This is an optimization exercise on Yosys and OpenROAD, whose aim is small area, a short achievable clock period and few clock cycles per item, not a production implementation.
Where RTL was checked, it was by simulation tests only, not by an equivalence proof against the original.
The RTL of runs 3, 4, 7 and 8 was laid out without a check of its function.
Power is estimated from default activity; no workload was simulated.

`config.mk`:
```
export PLATFORM = sky130hd
export DESIGN_NAME = divider
export DESIGN_NICKNAME = divider
export VERILOG_FILES = /design/flow/design.v
export SDC_FILE = /design/flow/constraint.sdc
export NUM_CORES = 4
export LEC_CHECK = 0
export ABC_AREA = 1
export CAP_MARGIN = 20
export CORE_MARGIN = 2
export CORE_UTILIZATION = 45
export CTS_CLUSTER_DIAMETER = 80
export CTS_CLUSTER_SIZE = 30
export PLACE_DENSITY = 0.6
export SETUP_SLACK_MARGIN = 3.0
export SLEW_MARGIN = 20
```
`constraint.sdc`:
```
create_clock -name core_clock -period 5.5 [get_ports {i_sclk}]
set_input_delay 1.1000 -clock core_clock [delete_from_list [all_inputs] [get_ports {i_sclk}]]
set_output_delay 1.1000 -clock core_clock [all_outputs]
set_load 0.01 [all_outputs]
```
`design.v`:
```
`timescale 10ns / 100ps
module divider #
(
    parameter   [16:0] REGMASK = (17'b1_1111_1111_1111_1110)
)(
    input           i_rstn          ,
    input           i_sclk          ,
    input           i_input_valid   ,
    input   [15:0]  i_dividend      ,
    input   [15:0]  i_divisor       ,
    output          o_output_valid  ,
    output  [15:0]  o_quotient      ,
    output  [15:0]  o_remainder
);
    wire    [15:0]  w_rem [0:16];
    wire    [15:0]  w_aq  [0:16];    
    wire    [15:0]  w_dvs [0:16];
    wire    [16:0]  w_vld;
    wire    [15:0]  s_rem [0:16];
    wire    [15:0]  s_aq  [0:16];
    wire    [15:0]  s_dvs [0:16];
    wire    [16:0]  s_vld;
    assign w_rem[0] = 16'd0;
    assign w_aq[0]  = i_dividend;
    assign w_dvs[0] = i_divisor;
    assign w_vld[0] = i_input_valid;
    genvar k;
    generate for (k = 0; k <= 16; k = k + 1) begin : stage
        if (k >= 1) begin : row
            wire    [k-1:0] x  = (k == 1) ? s_aq[k-1][15] : {s_rem[k-1][k-2 >= 0 ? k-2 : 0:0], s_aq[k-1][15]};
            wire    [k-1:0] bl = s_dvs[k-1][k-1:0];
            localparam integer L = 5;                  
            wire    [k-1:0] gi = x & ~bl;            
            wire    [k-1:0] ti = x | ~bl;            
            wire    [k-1:0] gg [0:L];
            wire    [k-1:0] pp [0:L];
            assign gg[0] = {gi[k-1:1], 1'b1};
            assign pp[0] = {ti[(k > 1 ? k-2 : 0):0], 1'b0};
            genvar l, j;
            for (l = 0; l < L; l = l + 1) begin : lvl
                for (j = 0; j < k; j = j + 1) begin : bt
                    if ((j >> l) & 1) begin : comb
                        localparam integer m = ((j >> l) << l) - 1;
                        assign gg[l+1][j] = gg[l][j] | (pp[l][j] & gg[l][m]);
                        assign pp[l+1][j] = pp[l][j] & pp[l][m];
                    end else begin : pass
                        assign gg[l+1][j] = gg[l][j];
                        assign pp[l+1][j] = pp[l][j];
                    end
                end
            end
            wire    [k:0]   c  = {ti & gg[L], 1'b1};
            wire            hz = (k == 16) ? 1'b1 : ~|(s_dvs[k-1] >> k);
            wire            q  = hz & c[k];
            wire    [k-1:0] r  = x ^ ({k{q}} & ~(bl ^ c[k-1:0]));
            assign w_rem[k] = {{(16-k){1'b0}}, r};
            assign w_aq[k]  = {s_aq[k-1][14:0], q};
            assign w_dvs[k] = s_dvs[k-1];
            assign w_vld[k] = s_vld[k-1];
        end
        if (REGMASK[k]) begin : pipe
            reg         r_vld;
            reg [15:0]  r_aq;
            always @(posedge i_sclk or negedge i_rstn)
                if (!i_rstn) r_vld <= 1'b0;
                else         r_vld <= w_vld[k];
            always @(posedge i_sclk)
                r_aq <= w_aq[k];
            assign s_vld[k] = r_vld;
            assign s_aq[k]  = r_aq;
            if (k >= 1) begin : rem
                reg [k-1:0] r_rem;
                always @(posedge i_sclk)
                    r_rem <= w_rem[k][k-1:0];
                assign s_rem[k] = {{(16-k){1'b0}}, r_rem};
            end else begin : norem
                assign s_rem[k] = 16'd0;
            end
            if (k < 16) begin : dvs
                reg [15:0] r_dvs;
                always @(posedge i_sclk)
                    r_dvs <= w_dvs[k];
                assign s_dvs[k] = r_dvs;
            end else begin : nodvs
                assign s_dvs[k] = 16'd0;
            end
        end else begin : thru
            assign s_vld[k] = w_vld[k];
            assign s_aq[k]  = w_aq[k];
            assign s_rem[k] = w_rem[k];
            assign s_dvs[k] = w_dvs[k];
        end
    end
    endgenerate
    assign o_output_valid = s_vld[16];
    assign o_quotient     = s_aq[16];
    assign o_remainder    = s_rem[16];
endmodule
```
`flow/run.sh`:
```
#!/bin/bash
# Standard synthesis, unchanged; then the standard layout with port buffers
# that the resizer may resize (no footprint matching).
set -e
bash standard.sh synth > synth.log 2>&1
bash standard.sh MATCH_CELL_FOOTPRINT=0 "BUFFER_PORTS_ARGS=-buffer_cell sky130_fd_sc_hd__buf_4" finish > layout.log 2>&1
```
`standard.sh`:
```
#!/bin/bash
# synth_recipe.tcl (not shown) runs the flow's synth.tcl, then flattens the netlist and writes it again
# the make line also repeats each setting of config.mk as NAME=value (left out here)
make -C /OpenROAD-flow-scripts/flow DESIGN_CONFIG=/design/flow/config.mk WORK_HOME=/design/flow/orfs CLKGATE_MAP_FILE= SYNTH_SCRIPT=/design/flow/synth_recipe.tcl "${@:-finish}"
```
==> flow_summary.json, run 1 <==
{
  "combPwrFrac": 0.109,
  "diodes": 0,
  "grt_start_max_net_pins": 31,
  "via_per_inst": 4.53,
  "hp-class": "reg -> reg",
  "ioPinCount": 68,
  "nFillCells": 4119,
  "drv_slew": 0,
  "synth-main-ff-cell": "dfxtp_1",
  "drv_cap": 0,
  "crit_slowest_cell": "dfrtp_1",
  "post_cts_buffers": 0,
  "synth_cells": 2252,
  "critical_path_class": "reg -> out",
  "cp.required_ns": 4.40,
  "postSynthAreaPerCell_um2": 9.12,
  "powerDensity_nw_per_um2": 381,
  "final-seq-area_um2": 13100,
  "min_period_ns": 2.19,
  "setup_viol": 0,
  "grt_pass1_wl_mm": 51.8,
  "fin_ws_ns": 3.31,
  "numPortBuffers": 67,
  "die-area_um2": 47400,
  "cp-end-kind": "output pin",
  "async_reset_ff_frac": 0.0247,
  "grt_pass1_vias": 12500,
  "core_um2": 45200,
  "syn_to_final_growth_pct": 10.4,
  "synth_top_cells_by_area": "dfxtp_1, nand2_1, inv_1",
  "routed_wl_mm": 30.7,
  "place.gp.congestion": 0.809,
  "wire_per_inst_um": 10.4,
  "fmax_mhz": 456,
  "status": "complete, no violations",
  "rsz0062_at_grt": "no",
  "synth_fp_nets": 2287,
  "postCtsResizedCells": 0,
  "synth_enable_flop_cells": 0,
  "p_clk_frac": 0.298,
  "dp_cells": 2909,
  "ant_nets": 0,
  "min_period_over_period": 0.399,
  "critical_path.cell_chain": "buf_4",
  "synth_warnings": 2,
  "start_kind": "register",
  "hold_viol": 0,
  "cts_tree": "done",
  "dp_hpwl_mm": 22.8,
  "tightest_slew_ns": 0.848,
  "stdcell_count": 2957,
  "swShare": 0.256,
  "dieWidth_um": 218,
  "vias": 13400,
  "synth.ff_latch_count": 648,
  "fin_skew_ns": 0.0188,
  "clk_pin_slew_ns": 0.10,
  "grt.total_usage": 0.128,
  "nNetsFinal": 2376,
  "internal_power_mw": 6.43,
  "clock_sinks": 648,
  "crit_arrival_ns": 1.09,
  "post-synth-top-area-cell": "dfxtp_1",
  "yosysSeqAreaShare": 0.635,
  "tns_ns": 0,
  "yosysMostFrequentCell": "dfxtp_1",
  "multi_input_area_um2": 6190,
  "maxSlewHeadroom": 0.435,
  "syn_area_um2": 20500,
  "cts.path.max_buffers": 3,
  "first_pass_iters": 6,
  "drcViolationCount": 0,
  "synth_top_cell_area_share": 0.616,
  "synth_cell_types": 43,
  "cts-root-buf": "clkbuf_16",
  "initial_utilization": 0.455,
  "crit_family": "flip-flops",
  "drt_iter0_markers": 612,
  "switching_power_mw": 2.21,
  "clk_latency_ns": 0.60,
  "p_leak_nw": 11.0,
  "die_h_um": 218,
  "vdd.ir_drop.worst_mv": 0.298,
  "cts_buffers": 30,
  "drive_gt1_frac": 0.0823,
  "post-place-ws_ns": 3.36,
  "rows": 78,
  "max_stage_delay_ns": 0.37,
  "pwr-share-seq": 0.593,
  "path_buf_inv": 1,
  "cts_hold_buffers": 0,
  "ys_top_cells_by_count": "dfxtp_1, nand2_1, inv_1",
  "cts_max_level": 1,
  "grt_overflow": 0,
  "critical_path.max_fanout": 1,
  "antenna_found_initial": 0
}
## power by group through the flow
stage	Sequential [mW]	Clock, mW	Combinational [mW]
after floorplan	5.22	0	0.691
after global placement	5.23	0	0.897
after detailed placement	5.23	0	0.937
after CTS	5.12	2.71	0.940
after global routing	5.16	2.87	1.07
final	5.12	2.58	0.940
## final cells by class
type                            instances  area share
Sequential cell                       648       0.575
Multi-Input combinational cell       1276       0.273
Inverter                              318      0.0526
Clock buffer                           33      0.0345
Tap cell                              600      0.0331
Timing Repair Buffer                   67      0.0222
Clock inverter                         15     0.00899
## worst paths after layout
| path | from | end | slack, ns | depth (start not counted) |
|---|---|---|---|---|
| min in group asynchronous | i_rstn | stage[16].pipe.r_vld | 0.34 | 1 |
| max | stage[16].pipe.r_vld | o_output_valid | 3.31 | 1 |
| min | stage[6].pipe.r_aq[9] | stage[7].pipe.r_aq[10] | 0.33 | 0 |
| max in group asynchronous | i_rstn | stage[12].pipe.r_vld | 4.99 | 1 |
| max reg2reg | stage[12].pipe.rem.r_rem[0] | stage[13].pipe.rem.r_rem[2] | 3.37 | 12 |
| min reg2reg | stage[6].pipe.r_aq[9] | stage[7].pipe.r_aq[10] | 0.33 | 0 |
## logic make-up after synthesis
logic type | share of synthesized area
DFF | 0.635
AOI/OAI and AO/OA | 0.0557
xor gates and xnor gates | 0.0349
buffers and inverters | 0.0632
and+or+nand+nor | 0.211
## through the flow
| stage | util | power [mW] | hold WS, ns | instance area (um2) |
|---|---|---|---|---|
| finish | 0.502 | 8.64 | 0.327 | 22700 |
| global route | 0.502 | 9.10 | 0.308 | 22700 |
| CTS | 0.502 | 8.77 | 0.292 | 22700 |
| detailed placement | 0.480 | 6.17 | 0.312 | 21700 |
| global placement | 0.480 | 6.12 | 0.310 | 21700 |
| floorplan | - | 5.91 | 0.310 | 20500 |
## state kept, by name (all words and copies together) (netlist names)
signal                cells
stage.pipe.r_aq         256
stage.pipe.r_vld         16
stage.pipe.rem.r_rem    136
stage.pipe.dvs.r_dvs    240
## per-layer routing
| metal | GRT usage | vias up | part of all wire |
|---|---|---|---|
| met5 | 0 | - | 0 |
| met4 | 0.0491 | 0 | 0.026 |
| met3 | 0.0179 | 62 | 0.032 |
| met2 | 0.260 | 193 | 0.54 |
| met1 | 0.129 | 5960 | 0.40 |
| li1 | - | 7183 | - |
## cell usage in the layout (no fill, tap or decap), types with 3 or more instances in the layout
master     instances
o21ai_1           34
buf_4             67
a21o_1             4
nor3_1            12
xnor2_1            5
clkinv_8           6
inv_12             4
dfxtp_1          632
or2_2              4
dfrtp_1           16
nor4_1            17
o22ai_1            3
o21ai_0           97
clkbuf_16         31
a21oi_1           34
nor2_1            97
nand4_1           46
nand3b_1          17
nor2_2            10
a21oi_4            3
nand3_1          110
xor2_1            75
nand2_4           10
a21boi_0          10
inv_1            308
nand2_2           35
inv_2              9
nand2_1          628
a21oi_2            3
Testbench counts, summed over its fixed seeds: cycles 16,128, items 16,000.
==> inputs of run 2 (changes only) <==
--- a/config.mk
+++ b/config.mk
@@ -10,7 +10,7 @@
 export CORE_MARGIN = 2
-export CORE_UTILIZATION = 45
+export CORE_UTILIZATION = 65
 export CTS_CLUSTER_DIAMETER = 80
 export CTS_CLUSTER_SIZE = 30
-export PLACE_DENSITY = 0.6
-export SETUP_SLACK_MARGIN = 3.0
+export PLACE_DENSITY = 0.75
+export SETUP_SLACK_MARGIN = 3.3
 export SLEW_MARGIN = 20
==> run 2 against run 1 <==
Effect of this change: still clean on timing, DRC and antenna; power down 2.1%; register-to-register slack better by 0.13 ns; sequential share of layout area is 1.0 points higher; die area fell by 30%; first-iteration DRC count is 16% lower; clock power shrank 8%; critical endpoint unchanged; largest cell class unchanged.
==> flow_summary.json, run 2 <==
{
  "nNetsFinal": 2374,
  "drive_gt1_frac": 0.0792,
  "initial_utilization": 0.656,
  "cp.required_ns": 4.40,
  "synth_cell_types": 43,
  "cts_buffers": 27,
  "ys_top_cells_by_count": "dfxtp_1, nand2_1, inv_1",
  "drcViolationCount": 0,
  "maxSlewHeadroom": 0.527,
  "grt_start_max_net_pins": 32,
  "crit_slowest_cell": "dfrtp_1",
  "syn_to_final_growth_pct": 8.50,
  "synth_cells": 2252,
  "worstHoldStart": "stage[2].pipe.r_aq[11]",
  "timing.rr.start": "stage[15].pipe.rem.r_rem[2]",
  "clk_latency_ns": 0.58,
  "synth_fp_nets": 2287,
  "start_kind": "register",
  "status": "complete, no violations",
  "min_period_over_period": 0.396,
  "postSynthAreaPerCell_um2": 9.12,
  "design_area_um2": 22300,
  "ant_nets": 0,
  "rows": 65,
  "first_pass_iters": 7,
  "drt_iter0_markers": 513,
  "synth-main-ff-cell": "dfxtp_1",
  "clk_pin_slew_ns": 0.10,
  "tightest_slew_ns": 0.707,
  "core_um2": 31300,
  "dieWidth_um": 182,
  "synth_top_cells_by_area": "dfxtp_1, nand2_1, inv_1",
  "syn_area_um2": 20500,
  "powerDensity_nw_per_um2": 379,
  "diodes": 0,
  "tns_ns": 0,
  "fmax_mhz": 459,
  "vias": 13500,
  "path_buf_inv": 1,
  "cts-root-buf": "clkbuf_16",
  "cts_hold_buffers": 0,
  "grt_pass1_vias": 12700,
  "crit_family": "flip-flops",
  "vdd.ir_drop.worst_mv": 0.302,
  "grt.total_usage": 0.185,
  "critical_path.max_fanout": 1,
  "hp-class": "reg -> reg",
  "drv_slew": 0,
  "fin_hold_ws_ns": 0.324,
  "cts_tree": "done",
  "numPortBuffers": 67,
  "antenna_found_initial": 1,
  "routed_wl_mm": 30.9,
  "mostFrequentLayoutCells": "dfxtp_1, nand2_1, inv_1",
  "synth_enable_flop_cells": 0,
  "setup_viol": 0,
  "hold_viol": 0,
  "cts.path.max_buffers": 3,
  "place.gp.congestion": 0.818,
  "cts_max_level": 1,
  "regMostFlops": "stage.pipe.r_aq",
  "wire_per_inst_um": 11.2,
  "async_reset_ff_frac": 0.0247,
  "final_common_cell": "dfxtp_1",
  "synth_warnings": 2,
  "max_stage_delay_ns": 0.39,
  "post-synth-top-area-cell": "dfxtp_1",
  "critical_path.cell_chain": "buf_6",
  "crit_start": "stage[16].pipe.r_vld",
  "post_cts_buffers": 0,
  "synth.ff_latch_count": 648,
  "crit_arrival_ns": 1.08,
  "yosysSeqAreaShare": 0.635,
  "via_per_inst": 4.92,
  "ioPinCount": 68,
  "grt_overflow": 0,
  "place_area_um2": 21400,
  "min_period_ns": 2.18,
  "critical_path_class": "reg -> out",
  "reg_top3": "stage.pipe.r_aq (256), stage.pipe.dvs.r_dvs (240), stage.pipe.rem.r_rem (136)",
  "dp_hpwl_mm": 22.9,
  "die-area_um2": 33000,
  "cp-end-kind": "output pin",
  "synth_top_cell_area_share": 0.616,
  "largest_register_ffs": 256,
  "clock_sinks": 648,
  "grt_pass1_wl_mm": 51.7,
  "p_leak_nw": 11.0,
  "die_h_um": 182,
  "fin_skew_ns": 0.0215,
  "rsz0062_at_grt": "yes",
  "yosysMostFrequentCell": "dfxtp_1",
  "drv_cap": 0,
  "nFillCells": 2281
}
==> run 2: report_power, final <==
| part | internal (mW) | switching [mW] | leakage [nW] |
|---|---|---|---|
| clock network | 1.02 | 1.36 | 0.406 |
| registers | 4.98 | 0.145 | 5.47 |
| logic | 0.357 | 0.597 | 5.08 |
==> run 2: cell type report <==
cell class	instances	area [um2]	area share
clock inverters	10	141	0.00634
multi-input cells	1277	6210	0.279
repair buffers	67	507	0.0227
clock buffers	29	683	0.0306
flip-flops and latches	648	13100	0.586
well taps	402	503	0.0226
inverters	318	1190	0.0536
==> run 2: worst register-to-register path: cells and delay by family, from the launching register on <==
kind / cells / cell delay, ns
AO/OA/AOI/OAI: 2 / 0.74
XOR/XNOR: 1 / 0.16
buffers and inverters: 2 / 0.16
flip-flops: 1 / 0.36
AND/OR/NAND/NOR: 5 / 0.48
==> run 2: stage by stage <==
step	power [mW]	std cells	setup slack, ns	utilization
after global placement	6.11	2711	3.40	0.685
after floorplan	5.91	2252	3.64	-
final	8.45	2751	3.32	0.712
after global routing	8.85	2751	3.27	0.712
after CTS	8.51	2750	3.30	0.711
after detailed placement	6.17	2711	3.37	0.685
==> run 2: cell families (layout without fill, tap and decap cells) <==
group | after synthesis | count (layout) | share of synthesized area
simple gates | 993 | 993 | 0.211
flops | 648 | 648 | 0.635
buf+inv | 328 | 424 | 0.0632
compound gates | 202 | 203 | 0.0557
xor+xnor | 81 | 81 | 0.0349
==> run 2: metal layers <==
metal | routed length (um) | GRT usage | up-vias
met5 | 16 | 0 | -
met4 | 758 | 0.0585 | 2
met3 | 868 | 0.0231 | 57
met2 | 16900 | 0.386 | 185
met1 | 12400 | 0.186 | 6127
li1 | - | - | 7166
==> run 2: final timing paths <==
| check | endpoint | slack [ns] | cells after the start |
|---|---|---|---|
| worst max-delay path | o_output_valid | 3.32 | 1 |
| worst min-delay path | stage[3].pipe.r_aq[12] | 0.32 | 0 |
| worst max register to register | stage[16].pipe.rem.r_rem[4] | 3.50 | 10 |
| worst min register to register | stage[3].pipe.r_aq[12] | 0.32 | 0 |
| max in group asynchronous | stage[5].pipe.r_vld | 4.97 | 1 |
| min in group asynchronous | stage[16].pipe.r_vld | 0.36 | 1 |
==> run 2: repair_timing <==
item | in CTS | in global routing
cloned | 0 | 1
pin swaps | 0 | 1
gates resized for setup | 1 | 1
endpoints found under the setup margin | 1 | 17
==> inputs of run 3 (changes only) <==
--- a/design.v
+++ b/design.v
@@ -31,3 +31,3 @@
             wire    [k-1:0] bl = s_dvs[k-1][k-1:0];
-            localparam integer L = 5;                  
+            localparam integer L = 7;                  
             wire    [k-1:0] gi = x & ~bl;            
@@ -41,4 +41,7 @@
                 for (j = 0; j < k; j = j + 1) begin : bt
-                    if ((j >> l) & 1) begin : comb
-                        localparam integer m = ((j >> l) << l) - 1;
+                    localparam integer s  = (l < 4) ? l : 6 - l;
+                    localparam integer ok = (l < 4) ? ((j + 1) % (2 << s) == 0)
+                                                    : ((j + 1) % (2 << s) == (1 << s) && j >= (2 << s));
+                    if (ok) begin : comb
+                        localparam integer m = j - (1 << s);
                         assign gg[l+1][j] = gg[l][j] | (pp[l][j] & gg[l][m]);
--- a/config.mk
+++ b/config.mk
@@ -10,6 +10,6 @@
 export CORE_MARGIN = 2
-export CORE_UTILIZATION = 65
+export CORE_UTILIZATION = 45
 export CTS_CLUSTER_DIAMETER = 80
 export CTS_CLUSTER_SIZE = 30
-export PLACE_DENSITY = 0.75
+export PLACE_DENSITY = 0.6
 export SETUP_SLACK_MARGIN = 3.3
==> run 3 against run 2 <==
Effect of this change: power is 3.8% higher; final area about the same; wire length decreased by 8.6%; synthesized cell count fell by 7.1%; clock skew increased by 0.0050 ns; fmax increased by 0.89%; critical endpoint unchanged; highest routed layer is now met4.
==> flow_summary.json, run 3 <==
{
  "status": "complete, no violations",
  "synth.ff_latch_count": 648,
  "worst_r2r_endpoint": "stage[16].pipe.rem.r_rem[13]",
  "crit_start": "stage[16].pipe.r_vld",
  "via_per_inst": 4.46,
  "final_common_cell": "dfxtp_1",
  "cts_max_level": 2,
  "ant_nets": 0,
  "rsz0062_at_grt": "yes",
  "p_leak_nw": 10.5,
  "clk_latency_ns": 0.57,
  "reg2reg_slack_ns": 3.53,
  "ys_top_cells_by_count": "dfxtp_1, nand2_1, inv_1",
  "max_stage_delay_ns": 0.38,
  "drcViolationCount": 0,
  "initial_utilization": 0.454,
  "syn_area_um2": 20000,
  "yosysSeqAreaShare": 0.653,
  "start_kind": "register",
  "cts-root-buf": "clkbuf_16",
  "nFillCells": 3987,
  "post-synth-top-area-cell": "dfxtp_1",
  "hp-class": "reg -> reg",
  "tns_ns": 0,
  "synth_warnings": 2,
  "cp.required_ns": 4.40,
  "cp-end-kind": "output pin",
  "drt_iter0_markers": 509,
  "nNetsFinal": 2213,
  "clk_pin_slew_ns": 0.10,
  "place.gp.congestion": 0.792,
  "synth_top_cell_area_share": 0.633,
  "grt_pass1_vias": 11700,
  "reg_top3": "stage.pipe.r_aq (256), stage.pipe.dvs.r_dvs (240), stage.pipe.rem.r_rem (136)",
  "min_period_ns": 2.16,
  "dieWidth_um": 215,
  "path_buf_inv": 1,
  "critical_path.cell_chain": "buf_6",
  "total_power_mw": 8.77,
  "antenna_found_initial": 0,
  "fin_skew_ns": 0.0265,
  "numPortBuffers": 67,
  "core_um2": 44000,
  "dp_hpwl_mm": 20.8,
  "rows": 77,
  "cp.depth": 1,
  "clock_sinks": 648,
  "async_reset_ff_frac": 0.0247,
  "critical_path.max_fanout": 1,
  "tightest_slew_ns": 0.678,
  "critical_path_class": "reg -> out",
  "drv_slew": 0,
  "crit_arrival_ns": 1.06,
  "synth_fp_nets": 2126,
  "grt_start_max_net_pins": 32,
  "wire_per_inst_um": 10.1,
  "crit_family": "flip-flops",
  "syn_to_final_growth_pct": 11.6,
  "crit_slowest_cell": "dfrtp_1",
  "first_pass_iters": 8,
  "cts.path.max_buffers": 3,
  "powerDensity_nw_per_um2": 393,
  "routed_wl_mm": 28.3,
  "rr_worst_depth": 10,
  "grt.total_usage": 0.125,
  "synth_enable_flop_cells": 0,
  "synth-main-ff-cell": "dfxtp_1",
  "drv_cap": 0,
  "regMostFlops": "stage.pipe.r_aq",
  "vdd.ir_drop.worst_mv": 0.263,
  "post_cts_buffers": 0,
  "min_period_over_period": 0.392,
  "die_h_um": 215,
  "dp_cells": 2734,
  "vias": 12400,
  "setup_viol": 0,
  "synth_top_cells_by_area": "dfxtp_1, nand2_1, inv_1",
  "synth_cells": 2091,
  "yosysMostFrequentCell": "dfxtp_1",
  "grt_pass1_wl_mm": 48.8,
  "largest_register_ffs": 256,
  "hold_viol": 0,
  "cts_buffers": 34,
  "cts_tree": "done",
  "mostFrequentLayoutCells": "dfxtp_1, nand2_1, inv_1",
  "stdcell_count": 2791,
  "timing.critical_path.to": "o_output_valid",
  "postSynthAreaPerCell_um2": 9.56,
  "grt_overflow": 0,
  "synth_cell_types": 46,
  "fmax_mhz": 463,
  "diodes": 0,
  "cts_hold_buffers": 0,
  "ioPinCount": 68,
  "die-area_um2": 46100,
  "timing.rr.start": "stage[15].pipe.rem.r_rem[0]",
  "drive_gt1_frac": 0.0859,
  "maxSlewHeadroom": 0.547
}
## run 3: cell types whose count changed after synthesis, sizes merged, moves of 8 or more
cell / before / now
nand2: 673 / 543
nor2: 107 / 74
inv: 317 / 294
xnor2: 5 / 25
o22ai: 3 / 17
o21ai: 132 / 120
a21boi: 14 / 3
a21oi: 40 / 32
nand3b: 17 / 9
or2: 5 / 13
## run 3: logic make-up after synthesis
logic type             count (synthesis)  synth area share
flip-flops                           648             0.653
buffers and inverters                313            0.0620
AO/OA/AOI/OAI                        194            0.0560
AND/OR/NAND/NOR                      828             0.180
XOR/XNOR                             108            0.0488
## run 3: cell type report
cell class,count,area [um2],share of cell area
flip-flops and latches,648,13100,0.585
clock buffers,39,911,0.0408
repair buffers,68,514,0.0231
clock inverters,18,225,0.0101
well taps,592,741,0.0332
inverters,296,1120,0.0500
multi-input cells,1130,5750,0.258
## run 3: timing repair
item,4_1_cts,5_1_grt
setup endpoints to repair,1,50
pin swaps,0,1
gates resized for setup,1,11
endpoints found under the hold margin,0,0
## run 3: worst min path at each step
stage | start | endpoint | slack (ns) | depth (start not counted)
final | stage[2].pipe.r_aq[11] | stage[3].pipe.r_aq[12] | 0.32 | 0
after global routing | stage[1].pipe.r_aq[2] | stage[2].pipe.r_aq[3] | 0.32 | 0
after CTS | stage[2].pipe.r_aq[11] | stage[3].pipe.r_aq[12] | 0.32 | 0
after detailed placement | stage[9].pipe.r_aq[9] | stage[10].pipe.r_aq[10] | 0.31 | 0
after global placement | stage[11].pipe.r_aq[9] | stage[12].pipe.r_aq[10] | 0.31 | 0
after floorplan | stage[9].pipe.r_aq[9] | stage[10].pipe.r_aq[10] | 0.31 | 0
## run 3: report_power, final
group	internal (mW)	switching (mW)	total, mW
clock network	1.28	1.56	2.83
registers	4.97	0.146	5.12
logic	0.334	0.485	0.819
total	6.59	2.19	8.77
## run 3: through the flow
| step | setup WS (ns) | util | hold slack, ns | cell area [um2] |
|---|---|---|---|---|
| finish | 3.34 | 0.507 | 0.320 | 22300 |
| global route | 3.29 | 0.507 | 0.323 | 22300 |
| CTS | 3.30 | 0.506 | 0.323 | 22300 |
| detailed placement | 3.36 | 0.480 | 0.312 | 21100 |
| global placement | 3.44 | 0.480 | 0.309 | 21100 |
| floorplan | 3.59 | - | 0.310 | 20000 |
## run 3: layer usage
metal	up-vias	wire, um	track usage	part of all wire
met1	5558	11700	0.129	0.41
met4	0	859	0.0565	0.030
met5	-	0	0	0
met2	111	14900	0.243	0.53
met3	58	853	0.0218	0.030
li1	6712	-	-	-
==> inputs of run 4 (changes only) <==
--- a/config.mk
+++ b/config.mk
@@ -10,7 +10,7 @@
 export CORE_MARGIN = 2
-export CORE_UTILIZATION = 45
+export CORE_UTILIZATION = 65
 export CTS_CLUSTER_DIAMETER = 80
 export CTS_CLUSTER_SIZE = 30
-export PLACE_DENSITY = 0.6
-export SETUP_SLACK_MARGIN = 3.3
+export PLACE_DENSITY = 0.75
+export SETUP_SLACK_MARGIN = 3.5
 export SLEW_MARGIN = 20
==> run 4 against run 3 <==
Effect of this change: setup slack lost 0.034 ns; highest routed layer unchanged; register-to-register slack gained 0.08 ns; power shrank 5.8%; clock-buffer cell count shrank 10; non-clock buffer count grew 7; final area shrank 0.99%; cell count shrank 7.5%; sequential cell count is the same.
==> flow_summary.json, run 4 <==
{
  "drv_slew": 0,
  "core_um2": 30400,
  "critical_path.cell_chain": "buf_6",
  "drcViolationCount": 0,
  "async_reset_ff_frac": 0.0247,
  "fmax_mhz": 456,
  "fin_skew_ns": 0.0227,
  "cts_buffers": 26,
  "synth_warnings": 2,
  "first_pass_iters": 5,
  "path_buf_inv": 1,
  "ioPinCount": 68,
  "cp-end-kind": "output pin",
  "synth_top_cells_by_area": "dfxtp_1, nand2_1, inv_1",
  "syn_area_um2": 20000,
  "grt_start_max_net_pins": 32,
  "synth_cell_types": 46,
  "synth.ff_latch_count": 648,
  "critical_path.max_fanout": 1,
  "nFillCells": 2180,
  "nNetsFinal": 2216,
  "reg2reg_slack_ns": 3.61,
  "dieWidth_um": 179,
  "largest_register_ffs": 256,
  "grt_pass1_wl_mm": 49.3,
  "die-area_um2": 32200,
  "cts-root-buf": "clkbuf_16",
  "initial_utilization": 0.657,
  "die_h_um": 179,
  "synth_enable_flop_cells": 0,
  "cts_tree": "done",
  "postLayoutCoreUtil": 0.726,
  "numPortBuffers": 67,
  "status": "complete, no violations",
  "synth-main-ff-cell": "dfxtp_1",
  "critical_path_class": "reg -> out",
  "place.gp.congestion": 0.811,
  "drv_cap": 0,
  "tns_ns": 0,
  "regMostFlops": "stage.pipe.r_aq",
  "crit_arrival_ns": 1.09,
  "powerDensity_nw_per_um2": 374,
  "max_stage_delay_ns": 0.39,
  "cp.required_ns": 4.40,
  "reg_top3": "stage.pipe.r_aq (256), stage.pipe.dvs.r_dvs (240), stage.pipe.rem.r_rem (136)",
  "antenna_found_initial": 0,
  "postSynthAreaPerCell_um2": 9.56,
  "rr_worst_depth": 13,
  "cts_max_level": 1,
  "crit_family": "flip-flops",
  "via_per_inst": 4.93,
  "final_common_cell": "dfxtp_1",
  "post-synth-top-area-cell": "dfxtp_1",
  "clk_pin_slew_ns": 0.10,
  "min_period_ns": 2.19,
  "hp-class": "reg -> reg",
  "synth_cells": 2091,
  "drive_gt1_frac": 0.105,
  "routed_wl_mm": 30.0,
  "p_leak_nw": 10.5,
  "mostFrequentLayoutCells": "dfxtp_1, nand2_1, inv_1",
  "worst_r2r_endpoint": "stage[7].pipe.rem.r_rem[4]",
  "grt_pass1_vias": 12000,
  "rsz0062_at_grt": "yes",
  "fin_hold_ws_ns": 0.329,
  "crit_slowest_cell": "dfrtp_1",
  "vias": 12700,
  "maxSlewHeadroom": 0.464,
  "worstHoldStart": "stage[8].pipe.r_aq[3]",
  "rows": 64,
  "drt_iter0_markers": 585,
  "synth_top_cell_area_share": 0.633,
  "design_area_um2": 22100,
  "hold_viol": 0,
  "yosysMostFrequentCell": "dfxtp_1",
  "tightest_slew_ns": 0.803,
  "grt_overflow": 0,
  "start_kind": "register",
  "timing.rr.start": "stage[6].pipe.dvs.r_dvs[0]",
  "post-place-ws_ns": 3.37,
  "ys_top_cells_by_count": "dfxtp_1, nand2_1, inv_1",
  "yosysSeqAreaShare": 0.653,
  "cts.path.max_buffers": 3,
  "holdPathStages": 0,
  "fin_ws_ns": 3.31,
  "ant_nets": 0,
  "diodes": 0,
  "wire_per_inst_um": 11.6,
  "dp_hpwl_mm": 21.0,
  "synth_fp_nets": 2126,
  "vdd.ir_drop.worst_mv": 0.274,
  "hold_end": "stage[9].pipe.r_aq[4]",
  "place_area_um2": 20900,
  "clk_latency_ns": 0.58,
  "setup_viol": 0,
  "grt.total_usage": 0.183,
  "syn_to_final_growth_pct": 10.5,
  "cts_hold_buffers": 0,
  "clock_sinks": 648,
  "min_period_over_period": 0.398
}
-- run 4: cell count changes in the layout (fill, tap and decap cells not counted), moves of 5 or more --
cell and change:
buf_4 -28, buf_6 +32, clkbuf_16 -9, dfxtp_1 -33
dfxtp_2 +33, nand2_1 -7, nand2_2 +5, o21ai_0 -7
-- run 4: timing repair --
item | CTS | global route
pin swaps | 0 | 9
gates cloned | 0 | 4
setup endpoints to repair | 68 | 147
setup buffers | 0 | 7
resized for setup | 52 | 68
-- run 4: report_power, final --
part	internal, mW	switching (mW)
Combinational	0.386	0.518
Sequential	4.99	0.163
Clock	0.887	1.32
-- run 4: through the flow --
stage / std cells / total power [mW]
3_3_place_gp: 2538 / 6.01
2_1_floorplan: 2091 / 5.83
4_1_cts: 2572 / 8.27
6_report: 2583 / 8.26
5_1_grt: 2583 / 8.65
3_5_place_dp: 2538 / 6.06
-- run 4: layout make-up --
cell class	count	area, um2	share of cell area
sequential	648	13100	0.593
multi-input combinational	1133	5900	0.267
inverter	296	1130	0.0513
timing repair buffer	75	724	0.0328
clock buffer	29	662	0.0300
tap	396	495	0.0224
clock inverter	5	71.3	0.00323
timing repair inverter	1	6.26	0.000283
-- run 4: logic make-up after synthesis --
| logic type | after synthesis | synth area share |
|---|---|---|
| buf+inv | 313 | 0.0620 |
| simple gates | 828 | 0.180 |
| xor+xnor | 108 | 0.0488 |
| compound gates | 194 | 0.0560 |
| flops | 648 | 0.653 |
-- run 4: worst reg2reg max path, stage by stage (launching register included) --
cell and delay [ns]:
dfxtp_2 0.39, nand3_1 0.12, nand2_1 0.08, nand2_1 0.09
o21ai_2 0.10, o211ai_1 0.14, nand3_1 0.14, nand2_1 0.08
nand2_2 0.10, nand2_4 0.08, nand2_4 0.10, clkinvlp_4 0.19
nand3b_1 0.13, nand2_1 0.05
-- run 4: worst max-delay path by stage --
stage / start / to / slack (ns) / cells past startpoint
global placement: i_divisor[5] / stage[1].pipe.rem.r_rem / 3.45 / 4
detailed placement: i_divisor[5] / stage[1].pipe.rem.r_rem / 3.37 / 4
finish: stage[16].pipe.r_vld / o_output_valid / 3.31 / 1
floorplan: i_divisor[5] / stage[1].pipe.rem.r_rem / 3.59 / 3
CTS: stage[16].pipe.r_vld / o_output_valid / 3.27 / 1
global route: stage[16].pipe.r_vld / o_output_valid / 3.24 / 1
-- run 4: per-layer routing --
layer | routed length, um | GRT usage | share of wire
met2 | 16300 | 0.365 | 0.54
met4 | 911 | 0.0655 | 0.030
met3 | 906 | 0.0217 | 0.030
met5 | 0 | 0 | 0
met1 | 11900 | 0.195 | 0.40
==> inputs of run 5 (changes only) <==
--- a/design.v
+++ b/design.v
@@ -3,3 +3,3 @@
 (
-    parameter   [16:0] REGMASK = (17'b1_1111_1111_1111_1110)
+    parameter   [16:0] REGMASK = (17'b1_1111_1111_1111_1100)
 )(
--- a/config.mk
+++ b/config.mk
@@ -10,7 +10,7 @@
 export CORE_MARGIN = 2
-export CORE_UTILIZATION = 65
+export CORE_UTILIZATION = 45
 export CTS_CLUSTER_DIAMETER = 80
 export CTS_CLUSTER_SIZE = 30
-export PLACE_DENSITY = 0.75
-export SETUP_SLACK_MARGIN = 3.5
+export PLACE_DENSITY = 0.6
+export SETUP_SLACK_MARGIN = 3.45
 export SLEW_MARGIN = 20
==> run 5 against run 4 <==
Effect of this change: still clean on timing, DRC and antenna; non-clock buffer count is 1 higher; clock-buffer cell count is 3 higher; global-route usage is 6.1 points lower; power hardly changed; first-iteration DRC count is 14% lower; worst hold slack worse by 0.0060 ns; clock power is 13% higher; sequential share of layout area is 2.2 points lower; utilization is 21 points lower; clock skew is 0.0029 ns lower; combinational power is 2.7% lower; register-to-register slack hardly changed.
==> flow_summary.json, run 5 <==
{
  "status": "complete, no violations",
  "min_period_over_period": 0.398,
  "drv_slew": 0,
  "final_common_cell": "dfxtp_1",
  "first_pass_iters": 6,
  "clk_latency_ns": 0.58,
  "wire_per_inst_um": 10.2,
  "numPortBuffers": 67,
  "p_leak_nw": 10.3,
  "tns_ns": 0,
  "internal_power_mw": 6.22,
  "maxSlewHeadroom": 0.483,
  "hold_end": "stage[7].pipe.r_aq[10]",
  "synth_top_cells_by_area": "dfxtp_1, nand2_1, inv_1",
  "drv_cap": 0,
  "fin_skew_ns": 0.0198,
  "grt.total_usage": 0.122,
  "grt_pass1_vias": 11300,
  "die_h_um": 211,
  "cts.path.max_buffers": 3,
  "synth_warnings": 2,
  "antenna_found_initial": 0,
  "switching_power_mw": 2.04,
  "synth_cell_types": 45,
  "regMostFlops": "stage.pipe.r_aq",
  "postSynthAreaPerCell_um2": 9.38,
  "post-synth-top-area-cell": "dfxtp_1",
  "critical_path.max_fanout": 1,
  "swShare": 0.247,
  "yosysSeqAreaShare": 0.641,
  "max_stage_delay_ns": 0.39,
  "diodes": 0,
  "syn_area_um2": 19300,
  "rr_worst_depth": 15,
  "combPwrFrac": 0.107,
  "post-place-ws_ns": 3.09,
  "crit_arrival_ns": 1.09,
  "setup_viol": 0,
  "min_period_ns": 2.19,
  "die-area_um2": 44600,
  "core_um2": 42100,
  "rows": 75,
  "grt_pass1_wl_mm": 46.6,
  "stdcell_count": 2703,
  "clk_pin_slew_ns": 0.10,
  "synth-simple-area-share": 0.185,
  "vdd.ir_drop.worst_mv": 0.252,
  "worstHoldStart": "stage[6].pipe.r_aq[9]",
  "via_per_inst": 4.51,
  "pwr-share-seq": 0.591,
  "start_kind": "register",
  "fin_ws_ns": 3.31,
  "synth_fp_nets": 2092,
  "place.gp.congestion": 0.811,
  "crit_slowest_cell": "dfrtp_1",
  "synthAdderAreaFrac": 0,
  "yosys-mux-area-fraction": 0,
  "crit_family": "flip-flops",
  "hold_viol": 0,
  "syn_to_final_growth_pct": 12.6,
  "cts-root-buf": "clkbuf_16",
  "largest_register_ffs": 240,
  "grt_overflow": 0,
  "cp-end-kind": "output pin",
  "dieWidth_um": 211,
  "synth-xor-area-share": 0.0506,
  "hp-class": "reg -> reg",
  "critical_path_class": "reg -> out",
  "tightest_slew_ns": 0.756,
  "synth_cells": 2057,
  "powerDensity_nw_per_um2": 380,
  "rsz0062_at_grt": "yes",
  "synth-main-ff-cell": "dfxtp_1",
  "yosysMostFrequentCell": "dfxtp_1",
  "drcViolationCount": 0,
  "holdPathStages": 0,
  "worst_r2r_endpoint": "stage[13].pipe.rem.r_rem[4]",
  "critical_path.cell_chain": "buf_6",
  "dp_hpwl_mm": 20.2,
  "async_reset_ff_frac": 0.0244,
  "synth_enable_flop_cells": 0,
  "fin_hold_ws_ns": 0.323,
  "routed_wl_mm": 27.7,
  "grt_start_max_net_pins": 32,
  "reg_top3": "stage.pipe.r_aq (240), stage.pipe.dvs.r_dvs (224), stage.pipe.rem.r_rem (135)",
  "vias": 12200,
  "timing.rr.start": "stage[12].pipe.dvs.r_dvs[0]",
  "dp_cells": 2647,
  "synth.ff_latch_count": 614,
  "synth_compound_area_frac": 0.0591,
  "drive_gt1_frac": 0.106,
  "cts_tree": "done",
  "initial_utilization": 0.458,
  "fmax_mhz": 457,
  "cp.required_ns": 4.40,
  "cts_buffers": 28,
  "path_buf_inv": 1,
  "drt_iter0_markers": 506,
  "reg2reg_slack_ns": 3.61,
  "p_clk_frac": 0.303,
  "ant_nets": 0,
  "nNetsFinal": 2183,
  "synth_top_cell_area_share": 0.621,
  "ioPinCount": 68,
  "ys_top_cells_by_count": "dfxtp_1, nand2_1, inv_1",
  "cts_max_level": 1,
  "clock_sinks": 614,
  "mostFrequentLayoutCells": "dfxtp_1, nand2_1, inv_1",
  "synth_top_family_by_area": "simple AND/OR/NAND/NOR gates"
}
==> run 5: cell count changes after synthesis, sizes merged, moves of 2 or more <==
cell   delta
nor2      +7
o21ai     +2
nor4      -4
dfxtp    -33
nand2     -2
o211a     +2
nand3     -2
inv       +3
==> run 5: cell type report <==
type / count / area, um2
clock buffers: 32 / 737
multi-input cells: 1129 / 5810
clock inverters: 14 / 211
flip-flops and latches: 614 / 12400
repair buffers: 76 / 732
well taps: 539 / 674
inverters: 299 / 1140
fillers: 3750 / 20400
==> run 5: power by group through the flow <==
stage          sequential (mW)  combinational, mW  clock [mW]
3_3_place_gp              4.96              0.789           0
4_1_cts                   4.87              0.854        2.62
2_1_floorplan             4.95              0.607           0
5_1_grt                   4.92               1.00        2.78
6_report                  4.88              0.880        2.50
3_5_place_dp              4.96              0.820           0
==> run 5: how the worst max path moves through the flow <==
stage               depth (start not counted)            startpoint                    endpoint  slack, ns
global route                                1  stage[16].pipe.r_vld              o_output_valid       3.25
floorplan                                   5          i_divisor[5]  stage[2].pipe.rem.r_rem[1]       3.48
CTS                                         1  stage[16].pipe.r_vld              o_output_valid       3.27
global placement                            7          i_divisor[5]  stage[2].pipe.rem.r_rem[0]       3.14
detailed placement                          7          i_divisor[5]  stage[2].pipe.rem.r_rem[0]       3.09
finish                                      1  stage[16].pipe.r_vld              o_output_valid       3.31
==> run 5: per-layer routing <==
layer  GRT usage  vias up  part of all wire
li1            -     6595                 -
met1       0.133     5431              0.42
met2       0.239      105              0.52
met3      0.0174       51             0.028
met4      0.0457        0             0.026
met5           0        -                 0
==> run 5: cells by family after synthesis <==
family                    count (synthesis)
and+or+nand+nor                         822
DFF                                     614
buffers and inverters                   316
AOI/OAI and AO/OA                       197
xor gates and xnor gates                108
==> run 5: metrics by stage <==
step                power, mW   util  area (um2)
floorplan                5.56      -       19300
global placement         5.75  0.484       20400
detailed placement       5.78  0.484       20400
CTS                      8.34  0.510       21500
global route             8.70  0.516       21700
finish                   8.26  0.516       21700
==> run 5: repair_timing <==
item                                   in CTS  in global routing
hold buffers                                0                  0
setup endpoints to repair                  60                121
gates cloned                                0                  2
pin swaps                                   0                  6
resized for setup                          52                 50
setup buffers                               0                  8
endpoints found under the hold margin       0                  0
Testbench counts of run 5, summed over its fixed seeds: cycles 16,120, items 16,000.
==> inputs of run 6 (changes only) <==
--- a/config.mk
+++ b/config.mk
@@ -14,3 +14,3 @@
 export PLACE_DENSITY = 0.6
-export SETUP_SLACK_MARGIN = 3.45
+export SETUP_SLACK_MARGIN = 3.3
 export SLEW_MARGIN = 20
==> run 6 against run 5 <==
Effect of this change: still clean; worst hold slack better by 0.0057 ns; via count is 0.89% lower; register-to-register slack worse by 0.08 ns; critical endpoint unchanged; highest routed layer unchanged.
==> flow_summary.json, run 6 <==
{
  "rsz0062_at_grt": "yes",
  "drv_slew": 0,
  "die-area_um2": 44600,
  "ioPinCount": 68,
  "rows": 75,
  "post-place-ws_ns": 3.01,
  "mostFrequentLayoutCells": "dfxtp_1, nand2_1, inv_1",
  "synth.ff_latch_count": 614,
  "fin_hold_ws_ns": 0.328,
  "reg_top3": "stage.pipe.r_aq (240), stage.pipe.dvs.r_dvs (224), stage.pipe.rem.r_rem (135)",
  "reg2reg_slack_ns": 3.53,
  "yosysSeqAreaShare": 0.641,
  "async_reset_ff_frac": 0.0244,
  "total_power_mw": 8.00,
  "start_kind": "register",
  "cts-root-buf": "clkbuf_16",
  "crit_slowest_cell": "dfrtp_1",
  "critical_path.max_fanout": 1,
  "setup_viol": 0,
  "antenna_found_initial": 0,
  "synth_top_cells_by_area": "dfxtp_1, nand2_1, inv_1",
  "drv_cap": 0,
  "core_um2": 42100,
  "yosys-mux-area-fraction": 0,
  "cp.depth": 1,
  "synth_cells": 2057,
  "p_leak_nw": 10.2,
  "grt.total_usage": 0.122,
  "cts.path.max_buffers": 3,
  "synth_cell_types": 45,
  "synth-xor-area-share": 0.0506,
  "regMostFlops": "stage.pipe.r_aq",
  "drive_gt1_frac": 0.0836,
  "design_area_um2": 21300,
  "fmax_mhz": 457,
  "path_buf_inv": 1,
  "dieWidth_um": 211,
  "ys_top_cells_by_count": "dfxtp_1, nand2_1, inv_1",
  "ant_nets": 0,
  "tightest_slew_ns": 0.748,
  "via_per_inst": 4.49,
  "place.gp.congestion": 0.812,
  "synth_compound_area_frac": 0.0591,
  "clk_latency_ns": 0.60,
  "critical_path.cell_chain": "buf_6",
  "fin_ws_ns": 3.31,
  "dp_hpwl_mm": 20.3,
  "cts_buffers": 27,
  "synth-main-ff-cell": "dfxtp_1",
  "die_h_um": 211,
  "synth_top_cell_area_share": 0.621,
  "crit_start": "stage[16].pipe.r_vld",
  "vias": 12100,
  "hold_viol": 0,
  "largest_register_ffs": 240,
  "crit_family": "flip-flops",
  "max_stage_delay_ns": 0.38,
  "cp.required_ns": 4.40,
  "cts_hold_buffers": 0,
  "wire_per_inst_um": 10.1,
  "first_pass_iters": 5,
  "min_period_ns": 2.19,
  "grt_overflow": 0,
  "tns_ns": 0,
  "postSynthAreaPerCell_um2": 9.38,
  "timing.critical_path.to": "o_output_valid",
  "status": "complete, no violations",
  "drt_iter0_markers": 477,
  "cts_tree": "done",
  "synthAdderAreaFrac": 0,
  "synth_enable_flop_cells": 0,
  "cts_max_level": 1,
  "initial_utilization": 0.458,
  "synth-simple-area-share": 0.185,
  "clk_pin_slew_ns": 0.10,
  "grt_start_max_net_pins": 32,
  "syn_area_um2": 19300,
  "diodes": 0,
  "numPortBuffers": 67,
  "timing.rr.start": "stage[13].pipe.dvs.r_dvs[0]",
  "worst_r2r_endpoint": "stage[14].pipe.rem.r_rem[11]",
  "synth_warnings": 2,
  "place_area_um2": 20400,
  "powerDensity_nw_per_um2": 376,
  "clock_sinks": 614,
  "min_period_over_period": 0.398,
  "syn_to_final_growth_pct": 10.3,
  "grt_pass1_vias": 11300,
  "fin_skew_ns": 0.0190,
  "post-synth-top-area-cell": "dfxtp_1",
  "vdd.ir_drop.worst_mv": 0.322,
  "yosysMostFrequentCell": "dfxtp_1",
  "hp-class": "reg -> reg",
  "grt_pass1_wl_mm": 46.6,
  "synth_fp_nets": 2092,
  "critical_path_class": "reg -> out",
  "maxSlewHeadroom": 0.489,
  "rr_worst_depth": 15,
  "cp-end-kind": "output pin",
  "final_common_cell": "dfxtp_1",
  "routed_wl_mm": 27.3,
  "crit_arrival_ns": 1.09,
  "nNetsFinal": 2174,
  "synth_top_family_by_area": "simple AND/OR/NAND/NOR gates",
  "drcViolationCount": 0
}
run 6: what timing repair did:
action	CTS	global route
hold endpoints to repair	0	0
pin swaps	0	1
setup endpoints to repair	2	59
buffers inserted	0	1
gates resized for setup	3	19
gates cloned	0	1
run 6: worst register-to-register path, delay by kind of cell (launching register included):
kind                   cells  cell delay [ns]
AO/OA/AOI/OAI              1             0.11
buffers and inverters      2             0.19
flip-flops                 1             0.34
AND/OR/NAND/NOR           12             1.23
run 6: kinds of logic (layout without fill, tap and decap cells):
group / after synthesis / count (layout)
and+or+nand+nor: 822 / 823
DFF: 614 / 614
AOI/OAI and AO/OA: 197 / 197
xor gates and xnor gates: 108 / 108
buffers and inverters: 316 / 410
run 6: worst min-delay path by stage:
stage,startpoint,to,cells past startpoint
3_3_place_gp,stage[11].pipe.r_aq[9],stage[12].pipe.r_aq[10],0
3_5_place_dp,stage[11].pipe.r_aq[1],stage[12].pipe.r_aq[2],0
4_1_cts,i_rstn,stage[6].pipe.r_vld,1
2_1_floorplan,stage[9].pipe.r_aq[9],stage[10].pipe.r_aq[10],0
5_1_grt,i_rstn,stage[5].pipe.r_vld,1
6_report,stage[7].pipe.r_aq[3],stage[8].pipe.r_aq[4],0
run 6: power breakdown:
part           leakage [nW]  switching (mW)  internal (mW)
registers              5.18           0.142           4.72
clock network         0.407            1.36          0.956
logic                  4.57           0.490          0.336
run 6: per-layer routing:
| layer | vias up | track usage | share of wire |
|---|---|---|---|
| met1 | 5378 | 0.132 | 0.43 |
| met2 | 94 | 0.244 | 0.53 |
| li1 | 6568 | - | - |
| met4 | 0 | 0.0359 | 0.017 |
| met5 | - | 0 | 0 |
| met3 | 34 | 0.0186 | 0.028 |
run 6: through the flow:
| step | instances | util |
|---|---|---|
| floorplan | 2057 | - |
| global placement | 2647 | 0.483 |
| detailed placement | 2647 | 0.483 |
| CTS | 2689 | 0.503 |
| global route | 2691 | 0.505 |
| finish | 2691 | 0.505 |
run 6: area by class of cell:
type                            instances  area (um2)
Fill cell                            3823       20900
Sequential cell                       614       12400
Multi-Input combinational cell       1128        5740
Inverter                              299        1130
Clock buffer                           30         687
Tap cell                              539         674
Timing Repair Buffer                   69         533
Clock inverter                         12         150
==> inputs of run 7 (changes only) <==
--- a/design.v
+++ b/design.v
@@ -3,3 +3,3 @@
 (
-    parameter   [16:0] REGMASK = (17'b1_1111_1111_1111_1100)
+    parameter   [16:0] REGMASK = (17'b1_1111_1111_1111_0100)
 )(
==> run 7 against run 6 <==
Effect of this change: still clean; die area fell by 2.4%; critical path depth did not move; via count rose by 0.26%; sequential power fell by 5.8%; clock skew rose by 0.0014 ns; clock-buffer cell count rose by 2; critical path type unchanged; largest cell class unchanged; highest routed layer unchanged.
==> flow_summary.json, run 7 <==
{
  "dieWidth_um": 209,
  "mostFrequentLayoutCells": "dfxtp_1, nand2_1, inv_1",
  "reg_top3": "stage.pipe.r_aq (224), stage.pipe.dvs.r_dvs (208), stage.pipe.rem.r_rem (132)",
  "start_kind": "register",
  "hold_viol": 0,
  "cts_tree": "done",
  "path_buf_inv": 1,
  "synth_cells": 2054,
  "clk_latency_ns": 0.59,
  "drcViolationCount": 0,
  "synth_cell_types": 48,
  "clock_sinks": 578,
  "synth_fp_nets": 2089,
  "yosysSeqAreaShare": 0.618,
  "grt_overflow": 0,
  "cts_buffers": 28,
  "synth.ff_latch_count": 578,
  "min_period_over_period": 0.398,
  "nFillCells": 3666,
  "synth-simple-area-share": 0.201,
  "grt_pass1_wl_mm": 47.5,
  "clk_pin_slew_ns": 0.10,
  "yosys-mux-area-fraction": 0,
  "diodes": 0,
  "tightest_slew_ns": 0.765,
  "critical_path.max_fanout": 1,
  "synthAdderAreaFrac": 0,
  "core_um2": 41000,
  "synth_top_family_by_area": "simple AND/OR/NAND/NOR gates",
  "first_pass_iters": 5,
  "via_per_inst": 4.51,
  "synth-xor-area-share": 0.0510,
  "drive_gt1_frac": 0.0943,
  "total_power_mw": 7.99,
  "syn_to_final_growth_pct": 11.0,
  "cts.path.max_buffers": 3,
  "stdcell_count": 2684,
  "die-area_um2": 43500,
  "p_leak_nw": 10.1,
  "crit_slowest_cell": "dfrtp_1",
  "postSynthAreaPerCell_um2": 9.16,
  "place_area_um2": 19900,
  "post_cts_buffers": 0,
  "setup_viol": 0,
  "synth_warnings": 2,
  "final_common_cell": "dfxtp_1",
  "synth_compound_area_frac": 0.0603,
  "routed_wl_mm": 27.4,
  "vias": 12100,
  "vdd.ir_drop.worst_mv": 0.189,
  "dp_cells": 2636,
  "dp_hpwl_mm": 20.2,
  "nNetsFinal": 2169,
  "ys_top_cells_by_count": "dfxtp_1, nand2_1, inv_1",
  "yosysMostFrequentCell": "dfxtp_1",
  "min_period_ns": 2.19,
  "ioPinCount": 68,
  "async_reset_ff_frac": 0.0242,
  "cp-end-kind": "output pin",
  "synth_top_cells_by_area": "dfxtp_1, nand2_1, inv_1",
  "cts_hold_buffers": 0,
  "wire_per_inst_um": 10.2,
  "grt.total_usage": 0.126,
  "drv_slew": 0,
  "numPortBuffers": 67,
  "grt_start_max_net_pins": 31,
  "initial_utilization": 0.459,
  "die_h_um": 209,
  "place.gp.congestion": 0.822,
  "postCtsResizedCells": 1,
  "fin_hold_ws_ns": 0.329,
  "post-synth-top-area-cell": "dfxtp_1",
  "ant_nets": 0,
  "drv_cap": 0,
  "syn_area_um2": 18800,
  "fin_skew_ns": 0.0204,
  "antenna_found_initial": 0,
  "max_stage_delay_ns": 0.39,
  "rsz0062_at_grt": "yes",
  "largest_register_ffs": 224,
  "synth_top_cell_area_share": 0.600,
  "cts_max_level": 1,
  "critical_path_class": "reg -> out",
  "hp-class": "reg -> reg",
  "crit_family": "flip-flops",
  "status": "complete, no violations",
  "design_area_um2": 20900,
  "critical_path.cell_chain": "buf_6",
  "maxSlewHeadroom": 0.477,
  "regMostFlops": "stage.pipe.r_aq",
  "cp.required_ns": 4.40,
  "rows": 74,
  "crit_arrival_ns": 1.09,
  "synth_enable_flop_cells": 0,
  "grt_pass1_vias": 11400,
  "tns_ns": 0,
  "powerDensity_nw_per_um2": 382,
  "drt_iter0_markers": 500,
  "fmax_mhz": 457,
  "synth-main-ff-cell": "dfxtp_1",
  "cts-root-buf": "clkbuf_16"
}
## run 7: changes by cell type after synthesis, sizes merged, moves of 3 or more
cell / before / now
inv: 297 / 306
o22ai: 17 / 14
nor2: 81 / 87
nand3: 116 / 121
dfxtp: 599 / 564
nand2: 541 / 564
o21ai: 122 / 125
a21oi: 33 / 26
or2: 13 / 10
buf: 12 / 15
nand4: 40 / 46
nor4: 17 / 12
## run 7: final timing paths
kind / end / startpoint / slack [ns] / cells past startpoint
max: o_output_valid / stage[16].pipe.r_vld / 3.31 / 1
min: stage[4].pipe.r_aq[12] / stage[2].pipe.r_aq[10] / 0.33 / 0
max reg2reg: stage[14].pipe.rem.r_rem[11] / stage[13].pipe.rem.r_rem[0] / 3.52 / 15
min reg2reg: stage[4].pipe.r_aq[12] / stage[2].pipe.r_aq[10] / 0.33 / 0
min in group asynchronous: stage[2].pipe.r_vld / i_rstn / 0.34 / 1
max in group asynchronous: stage[14].pipe.r_vld / i_rstn / 4.99 / 1
## run 7: cell type report
type                       instances  area (um2)  share of cell area
clock buffer                      32         747              0.0358
clock inverter                    16         280              0.0134
inverter                         306        1150              0.0550
multi-input combinational       1152        5890               0.282
sequential                       578       11600               0.557
tap                              532         666              0.0319
timing repair buffer              68         514              0.0246
## run 7: power breakdown
| group | leakage (nW) | switching, mW | internal, mW |
|---|---|---|---|
| sequential | 4.87 | 0.140 | 4.44 |
| combinational | 4.76 | 0.503 | 0.341 |
| clock | 0.501 | 1.37 | 1.19 |
## run 7: cell families (layout without fill, tap and decap cells)
group | after synthesis | in the layout
flops | 578 | 578
compound gates | 189 | 189
simple gates | 856 | 856
buf+inv | 324 | 422
xor+xnor | 107 | 107
## run 7: per-stage QoR
step,worst slack (ns),util
2_1_floorplan,3.43,-
3_3_place_gp,2.89,0.484
3_5_place_dp,2.88,0.484
4_1_cts,3.27,0.509
5_1_grt,3.25,0.509
6_report,3.31,0.509
## run 7: per-layer routing
layer / wire length [um] / track usage
met5: 0 / 0
met4: 573 / 0.0429
met3: 888 / 0.0198
met2: 14200 / 0.249
met1: 11800 / 0.136
==> inputs of run 8 (changes only) <==
--- a/design.v
+++ b/design.v
@@ -3,3 +3,3 @@
 (
-    parameter   [16:0] REGMASK = (17'b1_1111_1111_1111_0100)
+    parameter   [16:0] REGMASK = (17'b1_1111_1111_1101_0100)
 )(
==> run 8 against run 7 <==
Effect of this change: still clean; clock skew shrank 0.00064 ns; global-route usage shrank 0.27 points; sequential share of layout area shrank 1.2 points; non-clock buffer count grew 25; register-to-register slack lost 0.19 ns; die area shrank 7.2%; highest routed layer unchanged.
==> flow_summary.json, run 8 <==
{
  "reg_top3": "stage.pipe.r_aq (208), stage.pipe.dvs.r_dvs (192), stage.pipe.rem.r_rem (127)",
  "clock_sinks": 540,
  "post-synth-top-area-cell": "dfxtp_1",
  "grt_start_max_net_pins": 31,
  "switching_power_mw": 1.82,
  "internal_power_mw": 5.41,
  "grt_pass1_wl_mm": 43.1,
  "grt.total_usage": 0.124,
  "antenna_found_initial": 0,
  "holdPathStages": 0,
  "nNetsFinal": 2067,
  "cp.required_ns": 5.96,
  "ioPinCount": 68,
  "ys_top_cells_by_count": "dfxtp_1, nand2_1, inv_1",
  "cts.path.max_buffers": 3,
  "core_um2": 38500,
  "final_common_cell": "dfxtp_1",
  "synth.ff_latch_count": 540,
  "status": "complete, no violations",
  "synth_cells": 1911,
  "hp-class": "reg -> reg",
  "regMostFlops": "stage.pipe.r_aq",
  "synth_warnings": 2,
  "synth-main-ff-cell": "dfxtp_1",
  "yosysMostFrequentCell": "dfxtp_1",
  "numPortBuffers": 67,
  "combPwrFrac": 0.122,
  "clk_latency_ns": 0.57,
  "synth_fp_nets": 1946,
  "tightest_slew_ns": 1.13,
  "start_kind": "register",
  "grt_overflow": 0,
  "cp-end-kind": "register",
  "min_period_ns": 2.17,
  "drt_iter0_markers": 347,
  "via_per_inst": 4.48,
  "synth_top_cells_by_area": "dfxtp_1, nand2_1, inv_1",
  "powerDensity_nw_per_um2": 361,
  "synthAdderAreaFrac": 0,
  "rows": 72,
  "yosysSeqAreaShare": 0.623,
  "drv_cap": 0,
  "cts_tree": "done",
  "postSynthAreaPerCell_um2": 9.13,
  "ant_nets": 0,
  "nFillCells": 3453,
  "p_leak_nw": 9.53,
  "vdd.ir_drop.worst_mv": 0.238,
  "cts_buffers": 24,
  "synth_top_family_by_area": "simple AND/OR/NAND/NOR gates",
  "drcViolationCount": 0,
  "hold_viol": 0,
  "cts-root-buf": "clkbuf_16",
  "largest_register_ffs": 208,
  "synth-simple-area-share": 0.189,
  "grt_pass1_vias": 10300,
  "async_reset_ff_frac": 0.0241,
  "mostFrequentLayoutCells": "dfxtp_1, nand2_1, inv_1",
  "synth_compound_area_frac": 0.0643,
  "dp_hpwl_mm": 18.8,
  "maxSlewHeadroom": 0.247,
  "synth-xor-area-share": 0.0603,
  "die_h_um": 201,
  "pwr-share-seq": 0.594,
  "initial_utilization": 0.453,
  "dieWidth_um": 201,
  "crit_arrival_ns": 2.63,
  "routed_wl_mm": 26.7,
  "vias": 11500,
  "yosys-mux-area-fraction": 0,
  "tns_ns": 0,
  "p_clk_frac": 0.284,
  "diodes": 0,
  "syn_area_um2": 17400,
  "synth_cell_types": 46,
  "critical_path.max_fanout": 8,
  "critical_path_class": "reg -> reg",
  "total_power_mw": 7.22,
  "first_pass_iters": 5,
  "clk_pin_slew_ns": 0.10,
  "fin_skew_ns": 0.0198,
  "synth_enable_flop_cells": 0,
  "die-area_um2": 40400,
  "place.gp.congestion": 0.834,
  "rr_worst_depth": 13,
  "wire_per_inst_um": 10.4,
  "min_period_over_period": 0.395,
  "swShare": 0.252,
  "syn_to_final_growth_pct": 14.8,
  "fmax_mhz": 460,
  "drv_slew": 0,
  "rsz0062_at_grt": "yes",
  "setup_viol": 0,
  "synth_top_cell_area_share": 0.605,
  "drive_gt1_frac": 0.145,
  "cts_max_level": 1
}
[run 8: cell types whose count changed in the layout (fill, tap and decap cells not counted), moves of 7 or more]
cell	change
buf_4	+24
dfxtp_1	-56
dfxtp_2	+14
inv_1	-35
nand2_1	-81
nand2_2	+21
nand3_1	-22
nand4_1	-24
nor2_1	-11
nor2_2	+12
o21ai_1	+7
xnor2_1	-7
xor2_1	+23
[run 8: layout make-up]
cell class | instances | area, um2 | area share
timing repair inverter | 5 | 31.3 | 0.00156
tap | 518 | 648 | 0.0324
timing repair buffer | 93 | 714 | 0.0357
inverter | 275 | 1070 | 0.0534
multi-input combinational | 1093 | 5890 | 0.294
clock inverter | 9 | 103 | 0.00513
clock buffer | 28 | 647 | 0.0323
sequential | 540 | 10900 | 0.545
[run 8: worst max-delay path, stage by stage (launching register included)]
cell,delay [ns]
dfxtp_2,0.33
or2_4,0.25
nor2_4,0.08
nand2_2,0.10
nor2_8,0.16
nand4_1,0.19
nand3_2,0.16
nand2_2,0.07
o21ai_4,0.19
nand2_4,0.09
a21oi_4,0.21
nand2_1,0.08
nand2_1,0.08
nand2_2,0.08
[run 8: routing by layer]
layer  vias to the layer above  track usage  routed length, um
met2                       127        0.243              14500
met4                         0       0.0426                880
met1                      5108        0.132              10500
li1                       6194            -                  -
met3                        47       0.0208                861
met5                         -            0                  0
[run 8: worst paths after layout]
kind | from | end | slack (ns)
hold reg to reg | stage[7].pipe.r_aq[8] | stage[8].pipe.r_aq[9] | 0.33
max in group asynchronous | i_rstn | stage[10].pipe.r_vld | 4.98
setup / recovery | stage[4].pipe.dvs.r_dvs[11] | stage[6].pipe.rem.r_rem[2] | 3.33
setup reg to reg | stage[4].pipe.dvs.r_dvs[11] | stage[6].pipe.rem.r_rem[2] | 3.33
min in group asynchronous | i_rstn | stage[9].pipe.r_vld | 0.36
hold / removal | stage[7].pipe.r_aq[8] | stage[8].pipe.r_aq[9] | 0.33
[run 8: logic make-up (layout without fill, tap and decap cells)]
family	Yosys count	count (layout)
buf+inv	284	410
simple gates	766	772
flops	540	540
compound gates	201	201
xor+xnor	120	120
[run 8: what timing repair did]
item	4_1_cts	5_1_grt
resized for setup	29	127
hold buffers	0	0
cloned	0	11
setup buffers	4	22
pin swaps	8	48
hold endpoints to repair	0	0
setup endpoints to repair	76	102
[run 8: power groups by stage]
stage	clock network, mW	logic, mW	registers, mW
2_1_floorplan	0	0.554	4.38
3_3_place_gp	0	0.748	4.38
3_5_place_dp	0	0.775	4.38
4_1_cts	2.15	0.797	4.29
5_1_grt	2.30	0.997	4.32
6_report	2.05	0.878	4.29
[run 8: through the flow]
step                area (um2)   util  setup WS, ns  std cells  hold slack (ns)
CTS                      19400  0.505          3.31       2528            0.328
detailed placement       18500  0.482          2.87       2487            0.312
finish                   20000  0.520          3.33       2561            0.328
global placement         18500  0.482          2.93       2487            0.310
global route             20000  0.520          3.17       2561            0.334
floorplan                17400      -          3.31       1911            0.310

==> re-timing with driven ports <==
The results above use ideal ports. As a check the final layouts listed here were re-extracted and re-timed, cells and wires unchanged. Step 1, drivers: a clkbuf_16 drives i_sclk and a buf_2 each remaining input, both assumed. Step 2, shift: input delay + t, output delay - t, t = (earliest + latest rising clock arrival at the registers) / 2. This alone moves slack from input paths to output paths. Three values: ideal, step 1, step 2; two values: the first two.
run | shift t [ns] | setup slack, ns | clock arrival spread, ns
run 1 | 0.645 | 3.306 / 3.255 / 3.366 | 0.023 / 0.023
run 2 | 0.620 | 3.323 / 3.272 / 3.337 | 0.024 / 0.024
run 3 | 0.615 | 3.342 / 3.289 / 3.419 | 0.033 / 0.033
run 4 | 0.615 | 3.309 / 3.262 / 3.387 | 0.026 / 0.027
run 5 | 0.625 | 3.314 / 3.263 / 3.128 | 0.021 / 0.021
run 6 | 0.637 | 3.312 / 3.260 / 2.994 | 0.022 / 0.023
run 7 | 0.627 | 3.311 / 3.261 / 2.821 | 0.021 / 0.021
run 8 | 0.606 | 3.327 / 3.297 / 2.948 | 0.020 / 0.020
After both steps every run listed still meets setup and hold. For run 7, which loses most, drivers alone change the setup slack by -0.050 ns; drivers and shift together by -0.490 ns.
